Source: an optimization exercise on an open RTL-to-GDS flow (aim: small area). Production flows keep margins and buffers that such runs may drop.
The RTL was checked by simulation tests, not by an equivalence proof against the original design.
Power is estimated from default activity; no workload was simulated.

==> flow/design.v <==
module aoi222 (input wire a0, a1, b0, b1, c0, c1, output wire y);
	assign y = ~((a0 & a1) | (b0 & b1) | (c0 & c1));
endmodule
module nand4 (input wire a, b, c, d, output wire y);
	assign y = ~(a & b & c & d);
endmodule
module nand2b (input wire an, b, output wire y);
	assign y = an | ~b;
endmodule
module rd_bit (input wire [14:0] sel, input wire [14:0] w, output wire y);
	wire [4:0] t;
	wire v;
	genvar k;
	generate for (k = 0; k < 5; k = k + 1) begin : g_tri
		aoi222 a (sel[3*k], w[3*k], sel[3*k+1], w[3*k+1], sel[3*k+2], w[3*k+2], t[k]);
	end endgenerate
	nand4 n0 (t[0], t[1], t[2], t[3], v);
	nand2b n1 (v, t[4], y);
endmodule
module and4 (input wire a, b, c, d, output wire y);
	assign y = a & b & c & d;
endmodule
module nor4 (input wire a, b, c, d, output wire y);
	assign y = ~(a | b | c | d);
endmodule
module andn (input wire a, bn, output wire y);
	assign y = a & ~bn;
endmodule
module and2 (input wire a, b, output wire y);
	assign y = a & b;
endmodule
module xor2 (input wire a, b, output wire y);
	assign y = a ^ b;
endmodule
module xnor2 (input wire a, b, output wire y);
	assign y = ~(a ^ b);
endmodule
module ctrl (input wire [3:0] cnt, input wire wr, rd, reset,
             output wire full, empty, we, output wire [3:0] cnt_d, output wire last_re_d);
	wire re;
	wire [3:0] t, x;
	wire [2:0] e;
	and4  g_full  (cnt[0], cnt[1], cnt[2], cnt[3], full);
	nor4  g_empty (cnt[0], cnt[1], cnt[2], cnt[3], empty);
	andn  g_we    (wr, full, we);
	andn  g_re    (rd, empty, re);
	xor2  g_t0    (we, re, t[0]);
	genvar i;
	generate for (i = 0; i < 3; i = i + 1) begin : g_chain
		xnor2 g_e (cnt[i], we, e[i]);
		and2  g_t (t[i], e[i], t[i+1]);
	end endgenerate
	generate for (i = 0; i < 4; i = i + 1) begin : g_next
		xnor2 g_x (cnt[i], t[i], x[i]);
		nor2  g_n (reset, x[i], cnt_d[i]);
	end endgenerate
	andn  g_lr    (re, reset, last_re_d);
endmodule
module dec2n (input wire [1:0] a, input wire en, output wire [3:0] yn);
	assign yn[0] = ~(en & ~a[1] & ~a[0]);
	assign yn[1] = ~(en & ~a[1] &  a[0]);
	assign yn[2] = ~(en &  a[1] & ~a[0]);
	assign yn[3] = ~(en &  a[1] &  a[0]);
endmodule
module dec2nn (input wire [1:0] a, output wire [3:0] yn);
	assign yn[0] = ~(~a[1] & ~a[0]);
	assign yn[1] = ~(~a[1] &  a[0]);
	assign yn[2] = ~( a[1] & ~a[0]);
	assign yn[3] = ~( a[1] &  a[0]);
endmodule
module nor2 (input wire a, b, output wire y);
	assign y = ~(a | b);
endmodule
module dec (input wire [3:0] cnt, input wire en, output wire [14:0] sel);
	wire [3:0] lon, hin;
	dec2n dl (cnt[1:0], en, lon);
	dec2nn dh (cnt[3:2], hin);
	genvar k;
	generate for (k = 0; k < 15; k = k + 1) begin : g_dec
		nor2 n (lon[k % 4], hin[k / 4], sel[k]);
	end endgenerate
endmodule
module fifo(input wire clk, reset, wr, rd, input wire [15:0] d_in,
            output wire full, empty, output wire [15:0] d_out);
	reg [3:0] cnt;       
	reg last_re;         
	reg [239:0] sr;      
	wire we, last_re_d;
	wire [3:0] cnt_d;
	ctrl c0 (cnt, wr, rd, reset, full, empty, we, cnt_d, last_re_d);
	always @(posedge clk) begin
		cnt     <= cnt_d;
		last_re <= last_re_d;
	end
	always @(posedge clk)
		if (we) sr <= {sr[223:0], d_in};
	wire [14:0] sel;
	dec d0 (cnt, last_re, sel);
	genvar k, b;
	generate for (b = 0; b < 16; b = b + 1) begin : g_rd
		wire [14:0] col;
		for (k = 0; k < 15; k = k + 1) begin : g_col
			assign col[k] = sr[16*k + b];
		end
		rd_bit r (sel, col, d_out[b]);
	end endgenerate
endmodule
==> flow/flow/run.sh <==
#!/bin/bash
# The standard ORFS flow (standard.sh, which also runs the standard
# synthesis), with three changes to how the layout is made:
#  - ports are buffered with the smallest buffer (buf_1) instead of the
#    default clkdlybuf4s50_1;
#  - CTS clusters about 20 registers per clkbuf_8 under a clkbuf_4 root
#    and adds no dummy loads;
#  - after placement repair, gates are sized down where timing and the
#    slew/capacitance limits allow, see post_resize.tcl and downsize.tcl.
set -euo pipefail
here=$(pwd)
export BUFFER_PORTS_ARGS="-buffer_cell sky130_fd_sc_hd__buf_1"
export CTS_ARGS="-sink_clustering_enable -repair_clock_nets -dont_use_dummy_load -buf_list sky130_fd_sc_hd__clkbuf_8 -sink_clustering_size 20 -sink_clustering_max_diameter 60 -root_buf sky130_fd_sc_hd__clkbuf_4"
export POST_RESIZE_TCL="$here/flow/post_resize.tcl"
bash standard.sh finish > "$here/flow_make.log" 2>&1
==> flow/flow/downsize.tcl <==
# Greedy downsizing: try each combinational cell at a smaller drive
# strength of the same function; keep the change only if the worst setup
# slack stays above a margin, no max-fanout violation is added, and the
# worst max-slew and max-capacitance slack (as a fraction of the limit)
# stays at least min(lim_margin, what it was before).
proc ds_ok { margin lim_margin base_s base_c base_f } {
  if {[sta::worst_slack_cmd max] < $margin} { return 0 }
  if {[sta::max_fanout_violation_count] > $base_f} { return 0 }
  if {[sta::max_slew_check_slack_limit] < min($lim_margin, $base_s)} { return 0 }
  if {[sta::max_capacitance_check_slack_limit] < min($lim_margin, $base_c)} { return 0 }
  return 1
}
proc ds_run { margin lim_margin } {
  estimate_parasitics -placement
  set base_s [sta::max_slew_check_slack_limit]
  set base_c [sta::max_capacitance_check_slack_limit]
  set base_f [sta::max_fanout_violation_count]
  set saved 0.0
  set n 0
  foreach inst [get_cells *] {
    set name [get_property $inst full_name]
    set m [get_property $inst ref_name]
    if {![regexp {^(sky130_fd_sc_hd__[a-z0-9]+)_([0-9]+)$} $m -> base sz]} { continue }
    if {[regexp {df|dl|tap|fill|decap|conb|clk|probe|lpflow} $base]} { continue }
    foreach c {0 1 2 4 6} {
      if {$c >= $sz} { break }
      set lc [get_lib_cells -quiet */${base}_$c]
      if {$lc eq ""} { continue }
      set a0 [get_property [get_lib_cells */$m] area]
      set a1 [get_property $lc area]
      if {$a1 >= $a0} { continue }
      replace_cell $name ${base}_$c
      estimate_parasitics -placement
      if {[ds_ok $margin $lim_margin $base_s $base_c $base_f]} {
        set saved [expr {$saved + $a0 - $a1}]
        incr n
        break
      }
      replace_cell $name $m
      estimate_parasitics -placement
    }
  }
  puts "downsize: $n cells, [format %.2f $saved] um2 saved, worst slack [sta::worst_slack_cmd max],\
 slew/cap slack ratio [sta::max_slew_check_slack_limit] [sta::max_capacitance_check_slack_limit]"
}
==> flow/flow/post_resize.tcl <==
# After placement repair: size gates down where timing and the slew,
# capacitance and fanout limits allow (downsize.tcl).
source [file join [file dirname [info script]] downsize.tcl]
ds_run 0.5e-9 0.1
==> flow/standard.sh <==
#!/bin/bash
# synth_recipe.tcl (not shown) runs the flow's synth.tcl, then flattens the netlist and writes it again
# the make line also repeats each setting of config.mk as NAME=value (left out here)
make -C /OpenROAD-flow-scripts/flow DESIGN_CONFIG=/design/flow/config.mk WORK_HOME=/design/flow/orfs CLKGATE_MAP_FILE= SYNTH_SCRIPT=/design/flow/synth_recipe.tcl "${@:-finish}"
==> flow/config.mk <==
export PLATFORM = sky130hd
export DESIGN_NAME = fifo
export DESIGN_NICKNAME = fifo
export VERILOG_FILES = /design/flow/design.v
export SDC_FILE = /design/flow/constraint.sdc
export NUM_CORES = 4
export LEC_CHECK = 0
export CAP_MARGIN = 10
export CORE_MARGIN = 2
export CORE_UTILIZATION = 60
export PLACE_DENSITY = 0.75
export SLEW_MARGIN = 10
export SYNTH_HIERARCHICAL = 1
export SYNTH_MINIMUM_KEEP_SIZE = 0
==> flow/constraint.sdc <==
create_clock -name core_clock -period 5.0 [get_ports {clk}]
set_input_delay 1.0000 -clock core_clock [delete_from_list [all_inputs] [get_ports {clk}]]
set_output_delay 1.0000 -clock core_clock [all_outputs]
set_load 0.01 [all_outputs]
==> flow_summary.yaml, run 1 <==
hold_path:
  holdPathEnd: "sr[104]"
  worstHoldStart: "sr[88]"
  whs_path_depth: 0
  holdCritPathClass: "reg2reg"
synth:
  ys_seq_area_share_pct: 85.14
  synth_area_sq_um: 8582
  yosys_warnings: 7
  synth_cell_types: 17
  synth_seq_cells: 245
  avgSynthCellArea_sq_um: 21.45
  syn_inst: 400
  syn-num-nets: 420
floorplanning:
  core_sq_um: 13930
  initial_core_util_pct: 61.59
  io_pins: 38
  rows: 43
  die_w_um: 123.6
  die-area_sq_um: 15280
  die_h_um: 123.6
clock_tree:
  clk_pin_slew_ns: 0.12
  post_cts_resized: 0
  numCtsBuffers: 16
  cts_tree: "built"
  post_cts_buffers: 0
  htree_levels: 1
  clock_sinks: 245
  hold_buffers: 0
  clockBufferDepth: 3
  root_buffer: "clkbuf_4"
  insertion_delay_ns: 0.61
timing:
  skew_ns: 0.02999
  drv_slew: 0
  fin_crit_ns: 4.214
  worstMarginPinSlew_ns: 0.9953
  rsz0062_at_grt: "no"
  fmax_mhz: 237.3
  slew_headroom_pct: 33.65
  fin_setup_tns_ns: 0
  period_share_pct: 84.29
  setup_viol: 0
  hold_viol_final: 0
finish:
  synthToLayoutAreaGrowth_pct: 7.217
  fin_cells: 648
  final_area_sq_um: 9201
  drive_above_1_share_pct: 4.497
  nets: 489
critical_path:
  reg2reg_to: "sr[47]"
  worst-path-max-fanout: 10
  reg2reg_from: "cnt[2]"
  endpoint_kind: "output pin"
  r2r_cells: 3
  critPathKind: "reg2out"
  reg2reg_slack_ns: 2.54
  cp.required_ns: 4.00
  crit_arrival_ns: 3.21
  critPathLaunchType: "register"
routing:
  drcViolationCount: 0
  num_vias: 4533
  wire_per_inst_um: 25.40
  vias_per_cell: 6.995
  ant_nets: 0
  drt_pass1_iterations: 9
  drt_first_iter_violations: 1016
  wl_um: 16460
pwr:
  p_per_area_nw_per_um2: 397.4
  leakage_nw: 2.923
  peakVddDrop_uv: 242.5
  total_power_mw: 3.656
global_route:
  antenna_found_initial: 1
  grtUsageMet1_pct: 35.20
  grt_pass1_vias: 4233
  grt_usage_pct: 21.90
  grt_pass1_wl_um: 24630
  grt-ovfl-total: 0
  grt_max_degree: 184
  grt_util_met2_pct: 32.01
  use_met3_pct: 3.846
  top_usage_layer: "met1"
status:
  outcome: "no timing/DRC/antenna violations"
placement:
  place.gp.congestion: 0.8117
  hpwl_um: 10110
  dpl.cell_count: 631
  place_area_sq_um: 8995
  port_buffers: 37
flow_run:
  maxCapViolCount: 0
[placed cells by master, fill, tap and decap left out]
master | Yosys | layout
or2_1 | 1 | 1
nand3b_1 | 2 | 2
clkbuf_8 | 0 | 13
nand2_1 | 1 | 1
nand4_1 | 16 | 16
edfxtp_1 | 240 | 240
or3b_1 | 1 | 1
buf_4 | 0 | 1
xnor2_1 | 7 | 7
dfxtp_1 | 5 | 5
nor4_1 | 0 | 1
and4_1 | 1 | 1
nor2_2 | 0 | 3
nor2_1 | 19 | 16
nand3_1 | 1 | 1
and2_1 | 3 | 1
buf_12 | 0 | 1
clkbuf_4 | 0 | 3
diode_2 | 0 | 1
xor2_1 | 1 | 1
a222oi_1 | 80 | 80
and2_0 | 0 | 2
buf_1 | 0 | 49
nand2b_1 | 18 | 18
nor2b_1 | 0 | 3
[routing by layer]
metal,vias to the layer above,wire length [um]
met5,-,0
met4,0,254
met3,26,1837
met2,307,7390
met1,2257,6980
li1,1943,-
[Yosys cell counts]
cell      instances  area [sq um]
nor2b_4           3         41.29
or2_1             1         6.260
and2_1            3         18.77
and4_1            1         8.760
dfxtp_1           5         100.1
edfxtp_1        240          7207
xor2_1            1         8.760
or3b_1            1         8.760
xnor2_1           7         61.31
nor4_2            1         12.51
nand2b_1         18         112.6
nand3b_1          2         15.01
nand2_1           1         3.750
nand3_1           1         5.000
nor2_1           19         71.32
nand4_1          16         100.1
a222oi_1         80         800.8
[critical path: stages, from the launching register on]
cell and delay (ns):
dfxtp_1 0.40, or3b_1 0.49, nor2_1 0.44, buf_1 0.52, a222oi_1 0.25, nand4_1 0.22, nand2b_1 0.12, buf_1 0.17
[state kept, by name, summed over array words and instances (netlist names)]
signal / count
last_re: 1
cnt: 4
sr: 240
[Yosys stat by module, one instance, submodules excluded, excerpt]
module / times used / cell area [sq um] / flip-flops and latches / cells inside
and2: 3 / 6.256 / 0 / 1
andn: 3 / 13.76 / 0 / 1
aoi222: 80 / 10.01 / 0 / 1
dec2n: 1 / 28.78 / 0 / 4
dec2nn: 1 / 22.52 / 0 / 4
fifo: 1 / 7307 / 245 / 245
nand2b: 16 / 6.256 / 0 / 1
nand4: 16 / 6.256 / 0 / 1
nor2: 19 / 3.754 / 0 / 1
nor4: 1 / 12.51 / 0 / 1
xnor2: 7 / 8.758 / 0 / 1
xor2: 1 / 8.758 / 0 / 1
[how the worst max path moves through the flow]
stage          startpoint   endpoint  cells after the start
2_1_floorplan          wr     cnt[3]                      7
3_3_place_gp       cnt[1]   d_out[5]                      6
3_5_place_dp       cnt[1]  d_out[11]                      7
4_1_cts            cnt[1]  d_out[11]                      7
5_1_grt            cnt[1]   d_out[1]                      7
6_report           cnt[1]   d_out[1]                      7
[where the power goes]
part | internal, mW | total [mW] | switching [mW] | leakage (nW)
clock | 0.262 | 0.819 | 0.557 | 0.107
combinational | 0.127 | 0.337 | 0.210 | 0.426
sequential | 2.41 | 2.50 | 0.0942 | 2.39
[per-stage QoR]
| stage | setup WS [ns] | utilization (%) | hold WS [ns] |
|---|---|---|---|
| floorplan | -0.8483 | - | 0.4252 |
| global placement | 1.843 | 65.13 | 0.4279 |
| detailed placement | 1.479 | 64.55 | 0.4333 |
| CTS | 0.8107 | 66.00 | 0.4367 |
| global route | 0.6221 | 66.03 | 0.4426 |
| finish | 0.7857 | 66.03 | 0.4356 |
[layout make-up]
type	count	area [sq um]
repair buffers	51	211.5
clock buffers	16	201.4
fillers	907	4733
flip-flops and latches	245	7307
multi-input cells	155	1254
diodes	1	2.502
well taps	180	225.2
[cell families after synthesis]
kind of cell     share of synthesized area (%)
flip-flops                               85.14
AO/OA/AOI/OAI                            9.331
AND/OR/NAND/NOR                          4.709
XOR/XNOR                                0.8165
==> run 2: changes to the inputs <==
==> flow/flow/post_resize.tcl (replaced) <==
# After placement repair: size gates down where timing and the slew,
# capacitance and fanout limits allow (downsize.tcl).
source [file join [file dirname [info script]] downsize.tcl]
ds_run 0.5e-9 0.2
--- a/flow/config.mk
+++ b/flow/config.mk
@@ -5,10 +5,10 @@
 export SDC_FILE = /design/flow/constraint.sdc
 export NUM_CORES = 4
 export LEC_CHECK = 0
-export CAP_MARGIN = 10
+export CAP_MARGIN = 20
 export CORE_MARGIN = 2
 export CORE_UTILIZATION = 60
 export PLACE_DENSITY = 0.75
-export SLEW_MARGIN = 10
+export SLEW_MARGIN = 20
 export SYNTH_HIERARCHICAL = 1
 export SYNTH_MINIMUM_KEEP_SIZE = 0
==> run 2 against run 1 <==
- clock skew stayed put
- core utilization unchanged
- wire length did not move
- worst hold slack unchanged
- worst setup slack did not move
- first-iteration DRC count unchanged
- highest routed layer unchanged
- still clean on timing, DRC and antenna
- combinational power hardly changed
- non-clock buffer count is the same
- final area did not move
- cell count is the same
- sequential power hardly changed
==> flow_summary.yaml, run 2 <==
finish:
  drive_above_1_share_pct: 4.497
  nets: 489
  synthToLayoutAreaGrowth_pct: 7.217
  top_regs: "sr: 240 flops, cnt: 4 flops, last_re: 1 flops"
  mostFrequentLayoutCells: "240 x edfxtp_1, 80 x a222oi_1, 49 x buf_1, 18 x nand2b_1"
  top_register: "sr"
  largest_register_ffs: 240
  post-route-util_pct: 66.03
  final_common_cell: "edfxtp_1"
critical_path:
  reg2reg_to: "sr[47]"
  worst-path-max-fanout: 10
  reg2reg_from: "cnt[2]"
  reg2reg_slack_ns: 2.54
  endpoint_kind: "output pin"
  critPathKind: "reg2out"
  critPathLaunchType: "register"
  cp.required_ns: 4.00
  r2r_cells: 3
  crit_arrival_ns: 3.21
clock_tree:
  clk_pin_slew_ns: 0.12
  clock_sinks: 245
  clockBufferDepth: 3
  htree_levels: 1
  post_cts_resized: 0
  root_buffer: "clkbuf_4"
  post_cts_buffers: 0
  insertion_delay_ns: 0.61
  cts_tree: "built"
  hold_buffers: 0
  numCtsBuffers: 16
synth:
  synthSimpleGateAreaFrac_pct: 4.709
  synth_cell_types: 17
  muxShareOfSynthArea_pct: 0
  yosys.area.top_type_share_pct: 83.98
  post_synth_xor_area_fraction_pct: 0.8164
  yosys-top-cells-count: "240 x edfxtp_1, 80 x a222oi_1, 19 x nor2_1, 18 x nand2b_1, 16 x nand4_1"
  synth_top_family_by_area: "compound AO/OA/AOI/OAI gates"
  yosys_warnings: 7
  synth_area_sq_um: 8582
  synth.most_common_cell: "edfxtp_1"
  ys_seq_area_share_pct: 85.14
  yosysTopAreaCell: "edfxtp_1"
  synth_compound_area_share_pct: 9.331
  synth_fa_ha_area_share_pct: 0
  avgSynthCellArea_sq_um: 21.45
  synth_seq_cells: 245
  syn_inst: 400
  synth_ff_type: "edfxtp_1"
  synthTopCellsByArea: "edfxtp_1 84%, a222oi_1 9.3%, nand2b_1 1.3%"
  syn-num-nets: 420
  synth_edf_count: 240
  async_reset_ff_share_pct: 0
timing:
  fin_crit_ns: 4.214
  skew_ns: 0.02999
  fmax_mhz: 237.3
  drv_slew: 0
  rsz0062_at_grt: "no"
  worstMarginPinSlew_ns: 0.9953
  fin_setup_tns_ns: 0
  slew_headroom_pct: 33.65
  period_share_pct: 84.29
  hold_viol_final: 0
  setup_viol: 0
  setup_slack_ns: 0.7857
  fin_hold_ws_ns: 0.4356
hold_path:
  holdCritPathClass: "reg2reg"
  holdPathEnd: "sr[104]"
  worstHoldStart: "sr[88]"
  whs_path_depth: 0
global_route:
  grt_usage_pct: 21.90
  grt_pass1_wl_um: 24630
  grt_pass1_vias: 4233
  antenna_found_initial: 1
  grt_max_degree: 184
  grt-ovfl-total: 0
pwr:
  total_power_mw: 3.656
  p_per_area_nw_per_um2: 397.4
  leakage_nw: 2.923
  peakVddDrop_uv: 242.5
placement:
  place.gp.congestion: 0.8117
  dp_slack_ns: 1.479
  port_buffers: 37
  hpwl_um: 10110
floorplanning:
  die-area_sq_um: 15280
  initial_core_util_pct: 61.59
  core_sq_um: 13930
  die_w_um: 123.6
  die_h_um: 123.6
  io_pins: 38
  rows: 43
routing:
  wl_um: 16460
  vias_per_cell: 6.995
  drt_first_iter_violations: 1016
  ant_nets: 0
  wire_per_inst_um: 25.40
  num_vias: 4533
  drt_pass1_iterations: 9
  drcViolationCount: 0
status:
  outcome: "no timing/DRC/antenna violations"
flow_run:
  maxCapViolCount: 0
-- run 2: worst max-delay path, cell delays in order (launching register included) --
cell,delay (ns)
dfxtp_1,0.40
or3b_1,0.49
nor2_1,0.44
buf_1,0.52
a222oi_1,0.25
nand4_1,0.22
nand2b_1,0.12
buf_1,0.17
-- run 2: kinds of logic (layout without fill, tap and decap cells) --
logic type             after synthesis  after routing
buffers and inverters                0             67
AO/OA/AOI/OAI                       80             80
XOR/XNOR                             8              8
flip-flops                         245            245
other                                0              1
AND/OR/NAND/NOR                     67             67
-- run 2: power breakdown --
group | internal [mW] | switching, mW
registers | 2.41 | 0.0942
clock network | 0.262 | 0.557
logic | 0.127 | 0.210
total | 2.80 | 0.861
-- run 2: routing by layer --
metal,up-vias,wire length [um],global-route usage (%)
met5,-,0,0
met4,0,254,4.901
met3,26,1837,3.846
met2,307,7390,32.01
met1,2257,6980,35.20
li1,1943,-,-
-- run 2: worst max-delay path by stage --
stage / slack [ns] / end / cells after the start / startpoint
after floorplan: -0.85 / cnt[3] / 7 / wr
after global placement: 1.84 / d_out[5] / 6 / cnt[1]
after detailed placement: 1.48 / d_out[11] / 7 / cnt[1]
after CTS: 0.81 / d_out[11] / 7 / cnt[1]
after global routing: 0.62 / d_out[1] / 7 / cnt[1]
final: 0.79 / d_out[1] / 7 / cnt[1]
-- run 2: final cells by class --
| type | count | area [sq um] |
|---|---|---|
| multi-input combinational | 155 | 1254 |
| clock buffer | 16 | 201.4 |
| tap | 180 | 225.2 |
| sequential | 245 | 7307 |
| timing repair buffer | 51 | 211.5 |
| antenna | 1 | 2.502 |
| fill | 907 | 4733 |
-- run 2: modules after synthesis (local to each module, per instance), excerpt --
module | times used | cell area [sq um] | cells inside
fifo | 1 | 7307 | 245
nor2 | 19 | 3.754 | 1
dec2n | 1 | 28.78 | 4
xor2 | 1 | 8.758 | 1
and2 | 3 | 6.256 | 1
and4 | 1 | 8.758 | 1
dec2nn | 1 | 22.52 | 4
andn | 3 | 13.76 | 1
nand4 | 16 | 6.256 | 1
-- run 2: stage by stage --
step                area, sq um  std cells
global route               9201        648
global placement           9076        631
finish                     9201        648
CTS                        9196        647
floorplan                  8587        400
detailed placement         8995        631
==> run 3: changes to the inputs <==
--- a/flow/design.v
+++ b/flow/design.v
@@ -29,6 +29,9 @@
 module and2 (input wire a, b, output wire y);
 	assign y = a & b;
 endmodule
+module nor2 (input wire a, b, output wire y);
+	assign y = ~(a | b);
+endmodule
 module xor2 (input wire a, b, output wire y);
 	assign y = a ^ b;
 endmodule
@@ -56,28 +59,25 @@
 	end endgenerate
 	andn  g_lr    (re, reset, last_re_d);
 endmodule
-module dec2n (input wire [1:0] a, input wire en, output wire [3:0] yn);
-	assign yn[0] = ~(en & ~a[1] & ~a[0]);
-	assign yn[1] = ~(en & ~a[1] &  a[0]);
-	assign yn[2] = ~(en &  a[1] & ~a[0]);
-	assign yn[3] = ~(en &  a[1] &  a[0]);
+module dec2e (input wire [1:0] a, input wire en, output wire [3:0] y);
+	assign y[0] = en & ~a[1] & ~a[0];
+	assign y[1] = en & ~a[1] &  a[0];
+	assign y[2] = en &  a[1] & ~a[0];
+	assign y[3] = en &  a[1] &  a[0];
 endmodule
-module dec2nn (input wire [1:0] a, output wire [3:0] yn);
-	assign yn[0] = ~(~a[1] & ~a[0]);
-	assign yn[1] = ~(~a[1] &  a[0]);
-	assign yn[2] = ~( a[1] & ~a[0]);
-	assign yn[3] = ~( a[1] &  a[0]);
-endmodule
-module nor2 (input wire a, b, output wire y);
-	assign y = ~(a | b);
+module dec2 (input wire [1:0] a, output wire [3:0] y);
+	assign y[0] = ~a[1] & ~a[0];
+	assign y[1] = ~a[1] &  a[0];
+	assign y[2] =  a[1] & ~a[0];
+	assign y[3] =  a[1] &  a[0];
 endmodule
 module dec (input wire [3:0] cnt, input wire en, output wire [14:0] sel);
-	wire [3:0] lon, hin;
-	dec2n dl (cnt[1:0], en, lon);
-	dec2nn dh (cnt[3:2], hin);
+	wire [3:0] lo, hi;
+	dec2e dl (cnt[1:0], en, lo);
+	dec2  dh (cnt[3:2], hi);
 	genvar k;
 	generate for (k = 0; k < 15; k = k + 1) begin : g_dec
-		nor2 n (lon[k % 4], hin[k / 4], sel[k]);
+		and2 n (lo[k % 4], hi[k / 4], sel[k]);
 	end endgenerate
 endmodule
 module fifo(input wire clk, reset, wr, rd, input wire [15:0] d_in,
--- a/flow/config.mk
+++ b/flow/config.mk
@@ -7,8 +7,8 @@
 export LEC_CHECK = 0
 export CAP_MARGIN = 20
 export CORE_MARGIN = 2
-export CORE_UTILIZATION = 60
-export PLACE_DENSITY = 0.75
+export CORE_UTILIZATION = 70
+export PLACE_DENSITY = 0.85
 export SLEW_MARGIN = 20
 export SYNTH_HIERARCHICAL = 1
 export SYNTH_MINIMUM_KEEP_SIZE = 0
==> run 3 against run 2 <==
- still clean on timing, DRC and antenna
- clock-buffer cell count is the same
- register-to-register slack got worse by 0.29 ns
- final area is 0.61% lower
- cell count is 6.9% lower
- worst hold slack got worse by 0.011 ns
- non-clock buffer count is 11 lower
- first-iteration DRC count is 8.4% higher
- clock skew is 0.0061 ns higher
- core utilization is 10 points higher
- maximum frequency rose by 6.6%
- critical path type unchanged
==> flow_summary.yaml, run 3 <==
status:
  outcome: "no timing/DRC/antenna violations"
synth:
  yosysTopAreaCell: "edfxtp_1"
  yosys-top-cells-count: "240 x edfxtp_1, 80 x a222oi_1, 18 x and2_1, 16 x nand2b_1, 16 x nand4_1"
  yosys_warnings: 7
  synthTopCellsByArea: "edfxtp_1 83%, a222oi_1 9.3%, and2_1 1.3%"
  synth_compound_area_share_pct: 9.277
  ys_seq_area_share_pct: 84.65
  muxShareOfSynthArea_pct: 0
  async_reset_ff_share_pct: 0
  yosys.area.top_type_share_pct: 83.49
  synth_fa_ha_area_share_pct: 0
  syn-num-nets: 420
  post_synth_xor_area_fraction_pct: 0.8117
  synth_top_family_by_area: "compound AO/OA/AOI/OAI gates"
  synthSimpleGateAreaFrac_pct: 5.262
  synth_ff_type: "edfxtp_1"
  synth_cell_types: 18
  avgSynthCellArea_sq_um: 21.58
  synth_edf_count: 240
  synth_seq_cells: 245
  synth.most_common_cell: "edfxtp_1"
  syn_inst: 400
  synth_area_sq_um: 8632
routing:
  vias_per_cell: 7.373
  ant_nets: 0
  drt_pass1_iterations: 8
  drcViolationCount: 0
  num_vias: 4446
  drt_first_iter_violations: 1101
  wire_per_inst_um: 26.22
  wl_um: 15810
timing:
  slew_headroom_pct: 34.74
  fin_setup_tns_ns: 0
  skew_ns: 0.03610
  drv_slew: 0
  period_share_pct: 79.09
  setup_viol: 0
  fmax_mhz: 252.9
  worstMarginPinSlew_ns: 0.9789
  fin_crit_ns: 3.954
  hold_viol_final: 0
  rsz0062_at_grt: "no"
pwr:
  leakage_nw: 2.957
  peakVddDrop_uv: 232.2
  p_per_area_nw_per_um2: 395.1
  total_power_mw: 3.613
floorplanning:
  die_h_um: 115.0
  core_sq_um: 12010
  rows: 40
  die_w_um: 115.0
  die-area_sq_um: 13240
  io_pins: 38
  initial_core_util_pct: 71.86
clock_tree:
  post_cts_resized: 0
  clk_pin_slew_ns: 0.11
  htree_levels: 1
  hold_buffers: 0
  clockBufferDepth: 3
  clock_sinks: 245
  post_cts_buffers: 0
  insertion_delay_ns: 0.59
  numCtsBuffers: 16
  cts_tree: "built"
  root_buffer: "clkbuf_4"
finish:
  largest_register_ffs: 240
  synthToLayoutAreaGrowth_pct: 5.943
  diodes: 0
  mostFrequentLayoutCells: "240 x edfxtp_1, 80 x a222oi_1, 37 x buf_1"
  nets: 478
  fill_cells: 676
  final_common_cell: "edfxtp_1"
  top_regs: "sr: 240 flops, cnt: 4 flops, last_re: 1 flops"
  top_register: "sr"
  drive_above_1_share_pct: 4.167
  fin_cells: 603
critical_path:
  critPathKind: "reg2out"
  endpoint_kind: "output pin"
  cp.required_ns: 4.00
  worst-path-max-fanout: 16
  crit_arrival_ns: 2.95
  critPathLaunchType: "register"
placement:
  port_buffers: 37
  dpl.cell_count: 587
  place.gp.congestion: 0.8059
  hpwl_um: 9781
global_route:
  antenna_found_initial: 0
  grt_max_degree: 113
  grt_usage_pct: 24.68
  grt-ovfl-total: 0
  grt_pass1_wl_um: 24380
  grt_pass1_vias: 4403
hold_path:
  holdCritPathClass: "reg2reg"
flow_run:
  maxCapViolCount: 0
==> run 3: cell count changes after synthesis, sizes merged, moves of 2 or more <==
cell and delta:
nand2b -2, and2 +16, and3b +2, nor2 -14, nand3b -2
==> run 3: report_power, final <==
part,internal (mW),switching (mW)
sequential,2.41,0.0908
clock,0.262,0.527
combinational,0.125,0.201
==> run 3: per-module statistics from Yosys, one instance, submodules excluded, excerpt <==
| module | flip-flops and latches | cells inside | area (sq um) |
|---|---|---|---|
| nor2 | 0 | 1 | 3.754 |
| andn | 0 | 1 | 13.76 |
| xor2 | 0 | 1 | 8.758 |
| dec2e | 0 | 4 | 37.54 |
| nand2b | 0 | 1 | 6.256 |
| nor4 | 0 | 1 | 12.51 |
| and4 | 0 | 1 | 8.758 |
| fifo | 245 | 245 | 7307 |
| aoi222 | 0 | 1 | 10.01 |
| nand4 | 0 | 1 | 6.256 |
| xnor2 | 0 | 1 | 8.758 |
| and2 | 0 | 1 | 6.256 |
| dec2 | 0 | 4 | 26.28 |
==> run 3: final timing paths <==
| path | from | to | slack, ns | depth (start not counted) |
|---|---|---|---|---|
| worst max-delay path | cnt[0] | d_out[0] | 1.05 | 6 |
| worst min-delay path | sr[37] | sr[53] | 0.42 | 0 |
| worst max register to register | cnt[2] | sr[169] | 2.25 | 4 |
| worst min register to register | sr[37] | sr[53] | 0.42 | 0 |
==> run 3: critical path, cell delays in order, from the launching register on <==
cell	delay (ns)
dfxtp_1	0.47
and3b_1	0.24
and2_1	0.42
a222oi_1	0.69
nand4_1	0.23
nand2b_1	0.20
buf_1	0.13
==> run 3: area by class of cell <==
cell class | count | area, sq um | area share [%]
Timing Repair Buffer | 40 | 165.2 | 1.806
Clock buffer | 16 | 201.4 | 2.203
Sequential cell | 245 | 7307 | 79.90
Multi-Input combinational cell | 155 | 1287 | 14.08
Tap cell | 147 | 183.9 | 2.011
==> run 3: kinds of logic after synthesis <==
logic type	Yosys count
compound gates	80
simple gates	67
flops	245
xor+xnor	8
==> run 3: routing by layer <==
layer / GRT usage, % / vias to the layer above / routed length [um]
met3: 5.957 / 38 / 1581
met2: 38.35 / 274 / 7584
met5: 0 / - / 0
li1: - / 1918 / -
met1: 36.00 / 2216 / 6272
met4: 7.390 / 0 / 374
==> run 3: through the flow <==
| stage | hold slack, ns | cell area [sq um] | setup WS, ns | utilization (%) |
|---|---|---|---|---|
| global placement | 0.4271 | 8995 | 1.804 | 74.89 |
| floorplan | 0.4252 | 8637 | -0.8483 | - |
| finish | 0.4242 | 9145 | 1.046 | 76.14 |
| global route | 0.4340 | 9145 | 0.8087 | 76.14 |
| CTS | 0.4282 | 9145 | 1.071 | 76.14 |
| detailed placement | 0.4344 | 8944 | 1.699 | 74.46 |
==> run 4: changes to the inputs <==
--- a/flow/config.mk
+++ b/flow/config.mk
@@ -7,8 +7,8 @@
 export LEC_CHECK = 0
 export CAP_MARGIN = 20
 export CORE_MARGIN = 2
-export CORE_UTILIZATION = 70
-export PLACE_DENSITY = 0.85
+export CORE_UTILIZATION = 60
+export PLACE_DENSITY = 0.75
 export SLEW_MARGIN = 20
 export SYNTH_HIERARCHICAL = 1
 export SYNTH_MINIMUM_KEEP_SIZE = 0
==> run 4 against run 3 <==
- critical path depth unchanged
- sequential cell count is the same
- critical path type unchanged
- largest cell class unchanged
- die area grew 16%
- highest routed layer unchanged
- non-clock buffer count down 1
- final area grew 0.49%
- synthesized cell count unchanged
- combinational power about the same
==> flow_summary.yaml, run 4 <==
floorplanning:
  io_pins: 38
  initial_core_util_pct: 61.71
  core_sq_um: 13990
  rows: 43
  die-area_sq_um: 15360
  die_w_um: 123.9
  die_h_um: 123.9
pwr:
  peakVddDrop_uv: 229.1
  power_frac_comb_pct: 9.0
  swShare_pct: 22.98
  p_int_mw: 2.793
  p_switching_uw: 833.4
  clkPwrFrac_pct: 22.2
  p_per_area_nw_per_um2: 394.6
  leakage_nw: 2.956
  p_seq_share_pct: 68.8
global_route:
  grt_pass1_vias: 4022
  grt_pass1_wl_um: 23110
  grt-ovfl-total: 0
  grt_usage_pct: 20.22
  antenna_found_initial: 1
  grt_max_degree: 184
critical_path:
  endpoint_kind: "output pin"
  crit_slowest_cell: "and2_1"
  worst-path-max-fanout: 16
  path_cells: "nor3b_1, and2_1, a222oi_1, nand4_1, nand2b_1, buf_1"
  crit_arrival_ns: 2.91
  r2r_cells: 3
  reg2reg_slack_ns: 2.52
  critPathLaunchType: "register"
  reg2reg_to: "sr[15]"
  cpPeakStageDelay_ns: 0.67
  critPathKind: "reg2out"
  reg2reg_from: "cnt[2]"
  cp.required_ns: 4.00
clock_tree:
  clockBufferDepth: 3
  numCtsBuffers: 16
  htree_levels: 1
  root_buffer: "clkbuf_4"
  clock_sinks: 245
  clk_pin_slew_ns: 0.12
  post_cts_resized: 0
  cts_tree: "built"
  hold_buffers: 0
  insertion_delay_ns: 0.59
  post_cts_buffers: 0
timing:
  rsz0062_at_grt: "no"
  drv_slew: 0
  slew_headroom_pct: 37.77
  hold_viol_final: 0
  worstMarginPinSlew_ns: 0.9334
  skew_ns: 0.03291
  fmax_mhz: 255.7
  period_share_pct: 78.20
  setup_viol: 0
  fin_crit_ns: 3.910
  setup_slack_ns: 1.090
routing:
  vias_per_cell: 6.921
  drt_first_iter_violations: 961
  drcViolationCount: 0
  drt_pass1_iterations: 9
  wire_per_inst_um: 24.00
  num_vias: 4402
  wl_um: 15270
  ant_nets: 0
finish:
  top_register: "sr"
  mostFrequentLayoutCells: "240 x edfxtp_1, 80 x a222oi_1, 37 x buf_1"
  top_regs: "sr: 240 flops, cnt: 4 flops, last_re: 1 flops"
  synthToLayoutAreaGrowth_pct: 6.465
  final_area_sq_um: 9190
  nets: 477
  fill_cells: 928
  drive_above_1_share_pct: 3.956
  largest_register_ffs: 240
  final_common_cell: "edfxtp_1"
status:
  outcome: "no timing/DRC/antenna violations"
synth:
  synth_seq_cells: 245
  yosys_warnings: 7
  yosysTopAreaCell: "edfxtp_1"
  syn_inst: 400
  synth.most_common_cell: "edfxtp_1"
  synth_edf_count: 240
  async_reset_ff_share_pct: 0
  avgSynthCellArea_sq_um: 21.58
  synthTopCellsByArea: "edfxtp_1 83%, a222oi_1 9.3%, and2_1 1.3%"
  synth_cell_types: 18
  synth_area_sq_um: 8632
  yosys-top-cells-count: "240 x edfxtp_1, 80 x a222oi_1, 18 x and2_1, 16 x nand2b_1, 16 x nand4_1"
  synth_ff_type: "edfxtp_1"
  ys_seq_area_share_pct: 84.65
  yosys.area.top_type_share_pct: 83.49
  syn-num-nets: 420
hold_path:
  holdCritPathClass: "reg2reg"
  worstHoldStart: "sr[222]"
  whs_path_depth: 0
  holdPathEnd: "sr[238]"
placement:
  hpwl_um: 9803
  place_area_sq_um: 8986
  port_buffers: 37
  place.gp.congestion: 0.8607
  dp_slack_ns: 1.724
flow_run:
  maxCapViolCount: 0
-- run 4: changes by cell type in the layout (fill, tap and decap cells not counted), sizes merged --
cell / previous run / this run
buf: 40 / 39
diode: 0 / 1
-- run 4: cell families (layout without fill, tap and decap cells) --
group | after synthesis | after routing | share of synthesized area, %
flops | 245 | 245 | 84.65
compound gates | 80 | 80 | 9.277
simple gates | 67 | 67 | 5.262
xor+xnor | 8 | 8 | 0.8117
other cells | 0 | 1 | 0
buf+inv | 0 | 55 | 0
-- run 4: routing by layer --
layer,GRT usage (%),wire length (um)
met5,2.083,0
met4,4.775,294
met3,3.938,1586
met2,27.40,6529
met1,34.07,6856
-- run 4: layout make-up --
cell class              count  area, sq um  share of cell area (%)
repair buffers             39        166.4                   1.811
diodes                      1        2.502                 0.02723
flip-flops and latches    245         7307                   79.51
clock buffers              16        201.4                   2.192
well taps                 180        225.2                   2.451
multi-input cells         155         1287                   14.01
-- run 4: through the flow --
| step | total power [mW] | cells | setup TNS [ns] | hold WS (ns) | utilization, % |
|---|---|---|---|---|---|
| CTS | 3.655 | 635 | 0 | 0.4434 | 65.68 |
| floorplan | 2.752 | 400 | -28.27 | 0.4252 | - |
| finish | 3.627 | 636 | 0 | 0.4427 | 65.70 |
| global placement | 2.867 | 619 | 0 | 0.4292 | 64.54 |
| global route | 3.766 | 636 | 0 | 0.4565 | 65.70 |
| detailed placement | 2.866 | 619 | 0 | 0.4333 | 64.24 |
-- run 4: modules after synthesis, one instance, submodules excluded, a selection --
module | cells inside | area, sq um | copies in the design | flops+latches
fifo | 245 | 7307 | 1 | 245
dec2e | 4 | 37.54 | 1 | 0
dec2 | 4 | 26.28 | 1 | 0
nor4 | 1 | 12.51 | 1 | 0
xor2 | 1 | 8.758 | 1 | 0
xnor2 | 1 | 8.758 | 7 | 0
and2 | 1 | 6.256 | 18 | 0
nand4 | 1 | 6.256 | 16 | 0
nand2b | 1 | 6.256 | 16 | 0
nor2 | 1 | 3.754 | 4 | 0
-- run 4: critical path: cells and delay by family (launching register included) --
family	cells	cell delay, ns
AOI/OAI and AO/OA	1	0.31
buffers and inverters	1	0.16
DFF	1	0.41
and+or+nand+nor	4	1.45
-- run 4: worst max path at each step --
stage               startpoint        to  slack, ns  cells past startpoint
floorplan                   wr    cnt[3]      -0.85                      7
global placement        cnt[0]  d_out[0]       1.83                      6
detailed placement      cnt[0]  d_out[7]       1.72                      6
CTS                     cnt[0]  d_out[7]       1.05                      6
global route            cnt[0]  d_out[6]       0.88                      6
finish                  cnt[0]  d_out[7]       1.09                      6
-- run 4: power groups by stage --
stage	sequential (mW)	combinational (mW)	clock [mW]
2_1_floorplan	2.52	0.237	0
3_3_place_gp	2.53	0.337	0
3_5_place_dp	2.54	0.325	0
4_1_cts	2.49	0.327	0.834
5_1_grt	2.51	0.358	0.895
6_report	2.50	0.327	0.804
==> run 5: changes to the inputs <==
==> flow/flow/run.sh (replaced) <==
#!/bin/bash
# The standard ORFS flow (standard.sh, which also runs the standard
# synthesis), with three changes to how the layout is made:
#  - ports are buffered with the smallest buffer (buf_1) instead of the
#    default clkdlybuf4s50_1;
#  - CTS clusters about 21 registers per clkbuf_8 under a clkbuf_4 root
#    and adds no dummy loads;
#  - after placement repair, gates are sized down where timing and the
#    slew/capacitance limits allow, see post_resize.tcl and downsize.tcl.
set -euo pipefail
here=$(pwd)
export BUFFER_PORTS_ARGS="-buffer_cell sky130_fd_sc_hd__buf_1"
export CTS_ARGS="-sink_clustering_enable -repair_clock_nets -dont_use_dummy_load -buf_list sky130_fd_sc_hd__clkbuf_8 -sink_clustering_size 21 -sink_clustering_max_diameter 70 -root_buf sky130_fd_sc_hd__clkbuf_4"
export POST_RESIZE_TCL="$here/flow/post_resize.tcl"
bash standard.sh finish > "$here/flow_make.log" 2>&1
--- a/flow/config.mk
+++ b/flow/config.mk
@@ -7,8 +7,8 @@
 export LEC_CHECK = 0
 export CAP_MARGIN = 20
 export CORE_MARGIN = 2
-export CORE_UTILIZATION = 60
-export PLACE_DENSITY = 0.75
+export CORE_UTILIZATION = 70
+export PLACE_DENSITY = 0.85
 export SLEW_MARGIN = 20
 export SYNTH_HIERARCHICAL = 1
 export SYNTH_MINIMUM_KEEP_SIZE = 0
==> run 5 against run 4 <==
- clock skew is 0.020 ns lower
- worst setup slack worse by 0.074 ns
- synthesized area stayed put
- power down 0.69%
- critical path depth did not move
- non-clock buffer count rose by 1
- clock-buffer cell count fell by 1
- register-to-register slack got worse by 0.32 ns
- sequential share of layout area rose by 0.51 points
- largest power group unchanged
- highest routed layer unchanged
==> flow_summary.yaml, run 5 <==
critical_path:
  crit_slowest_cell: "a222oi_1"
  reg2reg_from: "cnt[2]"
  cpPeakStageDelay_ns: 0.70
  reg2reg_slack_ns: 2.20
  path_cells: "and3b_1, and2_1, a222oi_1, nand4_1, nand2b_1, buf_1"
  crit_arrival_ns: 2.98
  startpoint: "cnt[0]"
  r2r_cells: 4
  cp.required_ns: 4.00
  critPathLaunchType: "register"
  reg2reg_to: "sr[89]"
  critPathKind: "reg2out"
  worst-path-max-fanout: 16
  crit_end: "d_out[0]"
  endpoint_kind: "output pin"
synth:
  syn_inst: 400
  synth_ff_type: "edfxtp_1"
  synth_compound_area_share_pct: 9.277
  post_synth_xor_area_fraction_pct: 0.8117
  yosys-top-cells-count: "240 x edfxtp_1, 80 x a222oi_1, 18 x and2_1, 16 x nand2b_1, 16 x nand4_1"
  syn-num-nets: 420
  synth_cell_types: 18
  synth_seq_cells: 245
  synth_area_sq_um: 8632
  synth.most_common_cell: "edfxtp_1"
  yosysTopAreaCell: "edfxtp_1"
  ys_seq_area_share_pct: 84.65
  muxShareOfSynthArea_pct: 0
  synth_top_family_by_area: "compound AO/OA/AOI/OAI gates"
  yosys.area.top_type_share_pct: 83.49
  async_reset_ff_share_pct: 0
  synth_fa_ha_area_share_pct: 0
  synthSimpleGateAreaFrac_pct: 5.262
  synthTopCellsByArea: "edfxtp_1 83%, a222oi_1 9.3%, and2_1 1.3%"
  yosys_warnings: 7
  avgSynthCellArea_sq_um: 21.58
  synth_edf_count: 240
finish:
  top_register: "sr"
  largest_register_ffs: 240
  post-route-util_pct: 76.02
  drive_above_1_share_pct: 3.956
  mostFrequentLayoutCells: "240 x edfxtp_1, 80 x a222oi_1, 37 x buf_1"
  final_common_cell: "edfxtp_1"
  nets: 477
  top_regs: "sr: 240 flops, cnt: 4 flops, last_re: 1 flops"
  final_area_sq_um: 9131
  synthToLayoutAreaGrowth_pct: 5.783
  fin_cells: 602
  diodes: 0
routing:
  wire_per_inst_um: 26.55
  drt_pass1_iterations: 8
  num_vias: 4510
  vias_per_cell: 7.492
  drt_first_iter_violations: 1054
  wl_um: 15990
  drcViolationCount: 0
  ant_nets: 0
placement:
  dpl.cell_count: 587
  place_area_sq_um: 8944
  hpwl_um: 9781
  place.gp.congestion: 0.8059
  port_buffers: 37
  dp_slack_ns: 1.699
clock_tree:
  clock_sinks: 245
  numCtsBuffers: 15
  clk_pin_slew_ns: 0.12
  cts_tree: "built"
  post_cts_resized: 0
  root_buffer: "clkbuf_4"
  clockBufferDepth: 3
  htree_levels: 1
  hold_buffers: 0
  post_cts_buffers: 0
  insertion_delay_ns: 0.57
global_route:
  grt_pass1_vias: 4338
  grt_pass1_wl_um: 24410
  grt-ovfl-total: 0
  grt_max_degree: 113
  antenna_found_initial: 0
  grt_usage_pct: 24.70
flow_run:
  maxCapViolCount: 0
floorplanning:
  die_w_um: 115.0
  io_pins: 38
  core_sq_um: 12010
  die-area_sq_um: 13240
  initial_core_util_pct: 71.86
  rows: 40
  die_h_um: 115.0
timing:
  drv_slew: 0
  period_share_pct: 79.68
  fin_hold_ws_ns: 0.4565
  slew_headroom_pct: 34.83
  fmax_mhz: 251.0
  setup_viol: 0
  skew_ns: 0.01248
  hold_viol_final: 0
  rsz0062_at_grt: "no"
  fin_setup_tns_ns: 0
  setup_slack_ns: 1.016
  fin_crit_ns: 3.984
  worstMarginPinSlew_ns: 0.9776
status:
  outcome: "no timing/DRC/antenna violations"
pwr:
  leakage_nw: 2.950
  total_power_mw: 3.602
  p_per_area_nw_per_um2: 394.4
  peakVddDrop_uv: 323.6
hold_path:
  worstHoldStart: "sr[130]"
  holdCritPathClass: "reg2reg"
run 5: final cells by class:
cell class | count | area (sq um)
Tap cell | 147 | 183.9
Sequential cell | 245 | 7307
Timing Repair Buffer | 40 | 165.2
Clock buffer | 15 | 187.7
Multi-Input combinational cell | 155 | 1287
Fill cell | 678 | 2880
run 5: per-layer routing:
metal  GRT usage, %  wire length [um]  up-vias
li1               -                 -     1914
met1          36.72              6296     2266
met2          38.59              7614      306
met3          5.482              1812       24
met4          6.265               262        0
met5              0                 0        -
run 5: logic make-up (layout without fill, tap and decap cells):
| family | count (synthesis) | in the layout |
|---|---|---|
| compound gates | 80 | 80 |
| xor+xnor | 8 | 8 |
| buf+inv | 0 | 55 |
| flops | 245 | 245 |
| simple gates | 67 | 67 |
run 5: Yosys stat by module (local to each module, per instance), excerpt:
module,cells,flip-flops and latches
fifo,245,245
dec2e,4,0
dec2,4,0
andn,1,0
nor4,1,0
aoi222,1,0
and4,1,0
xnor2,1,0
xor2,1,0
and2,1,0
nand2b,1,0
nand4,1,0
nor2,1,0
run 5: worst min path at each step:
| stage | cells after the start | slack (ns) | to |
|---|---|---|---|
| finish | 0 | 0.46 | sr[146] |
| global route | 0 | 0.47 | sr[96] |
| global placement | 0 | 0.43 | sr[149] |
| CTS | 0 | 0.46 | sr[146] |
| floorplan | 0 | 0.43 | sr[112] |
| detailed placement | 0 | 0.43 | sr[126] |
run 5: power breakdown:
| group | switching, mW | internal (mW) |
|---|---|---|
| combinational | 0.203 | 0.125 |
| clock | 0.531 | 0.246 |
| sequential | 0.0912 | 2.41 |
run 5: critical path: cells and delay by family, from the launching register on:
kind / cells / cell delay [ns]
simple gates: 4 / 1.10
compound gates: 1 / 0.70
flops: 1 / 0.48
buf+inv: 1 / 0.13
==> run 6: changes to the inputs <==
==> flow/flow/run.sh (replaced) <==
#!/bin/bash
# The standard ORFS flow (standard.sh, which also runs the standard
# synthesis), with three changes to how the layout is made:
#  - ports are buffered with the smallest buffer (buf_1) instead of the
#    default clkdlybuf4s50_1;
#  - CTS clusters about 21 registers per clkbuf_8 under a clkbuf_2 root
#    and adds no dummy loads;
#  - after placement repair, gates are sized down where timing and the
#    slew/capacitance limits allow, see post_resize.tcl and downsize.tcl.
set -euo pipefail
here=$(pwd)
export BUFFER_PORTS_ARGS="-buffer_cell sky130_fd_sc_hd__buf_1"
export CTS_ARGS="-sink_clustering_enable -repair_clock_nets -dont_use_dummy_load -buf_list sky130_fd_sc_hd__clkbuf_8 -sink_clustering_size 21 -sink_clustering_max_diameter 70 -root_buf sky130_fd_sc_hd__clkbuf_2"
export POST_RESIZE_TCL="$here/flow/post_resize.tcl"
bash standard.sh finish > "$here/flow_make.log" 2>&1
==> run 6 against run 5 <==
- sequential cell count unchanged
- clock power is 3% lower
- register-to-register slack better by 0.02 ns
- sequential power barely moved
- die area stayed put
- via count shrank 0.67%
- wire length is 0.59% lower
- first-iteration DRC count shrank 1.8%
- power decreased by 0.57%
- core utilization down 0.062 points
- critical path depth unchanged
- critical endpoint unchanged
==> flow_summary.yaml, run 6 <==
synth:
  synth_top_family_by_area: "compound AO/OA/AOI/OAI gates"
  yosysTopAreaCell: "edfxtp_1"
  syn_inst: 400
  yosys_warnings: 7
  ys_seq_area_share_pct: 84.65
  synth_ff_type: "edfxtp_1"
  synth_area_sq_um: 8632
  synthTopCellsByArea: "edfxtp_1 83%, a222oi_1 9.3%, and2_1 1.3%"
  synth_cell_types: 18
  synth_compound_area_share_pct: 9.277
  synthSimpleGateAreaFrac_pct: 5.262
  synth_fa_ha_area_share_pct: 0
  synth_seq_cells: 245
  synth_edf_count: 240
  synth.most_common_cell: "edfxtp_1"
  yosys-top-cells-count: "240 x edfxtp_1, 80 x a222oi_1, 18 x and2_1, 16 x nand2b_1, 16 x nand4_1"
  async_reset_ff_share_pct: 0
  post_synth_xor_area_fraction_pct: 0.8117
  muxShareOfSynthArea_pct: 0
  syn-num-nets: 420
  avgSynthCellArea_sq_um: 21.58
  yosys.area.top_type_share_pct: 83.49
placement:
  port_buffers: 37
  place.gp.congestion: 0.8059
  place_area_sq_um: 8944
  hpwl_um: 9781
global_route:
  grt_max_degree: 113
  antenna_found_initial: 0
  grt_pass1_wl_um: 24430
  grt_pass1_vias: 4348
  grt-ovfl-total: 0
  grt_usage_pct: 24.72
critical_path:
  endpoint_kind: "output pin"
  reg2reg_to: "sr[169]"
  reg2reg_slack_ns: 2.22
  cp.required_ns: 4.00
  crit_arrival_ns: 3.11
  reg2reg_from: "cnt[2]"
  worst-path-max-fanout: 16
  critPathKind: "reg2out"
  r2r_cells: 4
  critPathLaunchType: "register"
finish:
  fill_cells: 680
  final_area_sq_um: 9124
  seq_area_sq_um: 7307
  final_common_cell: "edfxtp_1"
  synthToLayoutAreaGrowth_pct: 5.696
  diodes: 0
  nets: 477
  top_regs: "sr: 240 flops, cnt: 4 flops, last_re: 1 flops"
  top_register: "sr"
  mostFrequentLayoutCells: "240 x edfxtp_1, 80 x a222oi_1, 37 x buf_1"
  multiInputGateArea_sq_um: 1287
  drive_above_1_share_pct: 3.956
  largest_register_ffs: 240
clock_tree:
  post_cts_resized: 0
  root_buffer: "clkbuf_2"
  htree_levels: 1
  clk_pin_slew_ns: 0.12
  insertion_delay_ns: 0.65
  post_cts_buffers: 0
  numCtsBuffers: 15
  hold_buffers: 0
  cts_tree: "built"
  clockBufferDepth: 3
  clock_sinks: 245
floorplanning:
  die_w_um: 115.0
  io_pins: 38
  die_h_um: 115.0
  rows: 40
  die-area_sq_um: 13240
  initial_core_util_pct: 71.86
  core_sq_um: 12010
timing:
  rsz0062_at_grt: "no"
  period_share_pct: 82.25
  hold_viol_final: 0
  fin_setup_tns_ns: 0
  fin_crit_ns: 4.112
  drv_slew: 0
  slew_headroom_pct: 34.18
  skew_ns: 0.02171
  setup_viol: 0
  worstMarginPinSlew_ns: 0.9873
  fmax_mhz: 243.2
routing:
  num_vias: 4480
  ant_nets: 0
  wl_um: 15890
  drt_pass1_iterations: 8
  drt_first_iter_violations: 1035
  drcViolationCount: 0
  vias_per_cell: 7.442
  wire_per_inst_um: 26.40
pwr:
  peakVddDrop_uv: 315.4
  leakage_nw: 2.949
  p_per_area_nw_per_um2: 392.5
flow_run:
  maxCapViolCount: 0
status:
  outcome: "no timing/DRC/antenna violations"
hold_path:
  worstHoldStart: "sr[130]"
  holdCritPathClass: "reg2reg"
  whs_path_depth: 0
  holdPathEnd: "sr[146]"
-- run 6: changes by cell type in the layout (fill, tap and decap cells not counted) --
cell / before / now
clkbuf_4: 3 / 0
clkbuf_2: 0 / 3
-- run 6: cells by family after synthesis --
| kind of cell | Yosys count |
|---|---|
| AO/OA/AOI/OAI | 80 |
| flip-flops | 245 |
| XOR/XNOR | 8 |
| AND/OR/NAND/NOR | 67 |
-- run 6: worst max-delay path by stage --
| stage | end | startpoint | cells after the start |
|---|---|---|---|
| after global routing | d_out[0] | cnt[2] | 6 |
| after global placement | d_out[0] | cnt[0] | 6 |
| final | d_out[0] | cnt[0] | 6 |
| after CTS | d_out[0] | cnt[0] | 6 |
| after detailed placement | d_out[0] | cnt[0] | 6 |
| after floorplan | cnt[3] | wr | 7 |
-- run 6: cell type report --
cell class,count,share of cell area (%)
Clock buffer,15,1.975
Sequential cell,245,80.09
Timing Repair Buffer,40,1.810
Multi-Input combinational cell,155,14.11
Tap cell,147,2.016
-- run 6: report_power, final --
group	internal [mW]	switching, mW
registers	2.41	0.0912
logic	0.125	0.203
clock network	0.230	0.527
-- run 6: modules after synthesis, one instance, submodules excluded, excerpt --
| module | cell area, sq um | copies in the design | cells | flops+latches |
|---|---|---|---|---|
| nand2b | 6.256 | 16 | 1 | 0 |
| andn | 13.76 | 3 | 1 | 0 |
| nor4 | 12.51 | 1 | 1 | 0 |
| nor2 | 3.754 | 4 | 1 | 0 |
| fifo | 7307 | 1 | 245 | 245 |
| dec2e | 37.54 | 1 | 4 | 0 |
| and4 | 8.758 | 1 | 1 | 0 |
| xnor2 | 8.758 | 7 | 1 | 0 |
-- run 6: critical path, stage by stage (launching register included) --
cell and delay, ns:
dfxtp_1 0.48, and3b_1 0.24, and2_1 0.43, a222oi_1 0.74, nand4_1 0.24, nand2b_1 0.20, buf_1 0.13
-- run 6: metrics by stage --
| step | instances | hold WS [ns] | util (%) | setup WS [ns] | total power [mW] |
|---|---|---|---|---|---|
| after global routing | 602 | 0.4699 | 75.96 | 0.6943 | 3.714 |
| final | 602 | 0.4553 | 75.96 | 0.8876 | 3.581 |
| after floorplan | 400 | 0.4252 | - | -0.8483 | 2.752 |
| after CTS | 602 | 0.4546 | 75.96 | 0.9612 | 3.592 |
| after detailed placement | 587 | 0.4344 | 74.46 | 1.699 | 2.863 |
| after global placement | 587 | 0.4271 | 74.89 | 1.804 | 2.861 |
-- run 6: metal layers --
layer | vias up | wire (um) | global-route usage [%]
met4 | 0 | 312 | 6.265
met5 | - | 0 | 0
li1 | 1913 | - | -
met2 | 285 | 7647 | 38.63
met1 | 2255 | 6231 | 36.76
met3 | 27 | 1701 | 5.482

==> port drivers added, routing unchanged <==
How much do the figures lean on ideal ports? The routed layouts below were timed once more, with nothing changed but the port constraints.
Step 1: set_driving_cell puts a clkbuf_16 on clk and a buf_2 on each other input, an assumption about the parent block.
Step 2 times the ports against the registers' clock, not the clock port: input delays grow and output delays shrink by t, the midpoint of the rising clock arrivals with the driver on.
Slacks: ideal ports / drivers / drivers and shift; pairs: ideal ports / drivers.
run	t, ns	setup WS [ns]	worst hold slack (ns)	slew at the worst register clock pin (ns)
run 1	0.629	0.786 / 0.749 / 1.378	0.436 / 0.436 / 0.436	0.12 / 0.12
run 2	0.629	0.786 / 0.749 / 1.378	0.436 / 0.436 / 0.436	0.12 / 0.12
run 3	0.609	1.046 / 1.011 / 1.621	0.424 / 0.424 / 0.424	0.11 / 0.11
run 4	0.605	1.090 / 1.052 / 1.657	0.443 / 0.443 / 0.443	0.12 / 0.12
run 5	0.599	1.016 / 0.985 / 1.584	0.457 / 0.457 / 0.457	0.12 / 0.12
run 6	0.669	0.888 / 0.855 / 1.524	0.455 / 0.455 / 0.455	0.12 / 0.12
After both steps setup and hold are still met in every run listed.
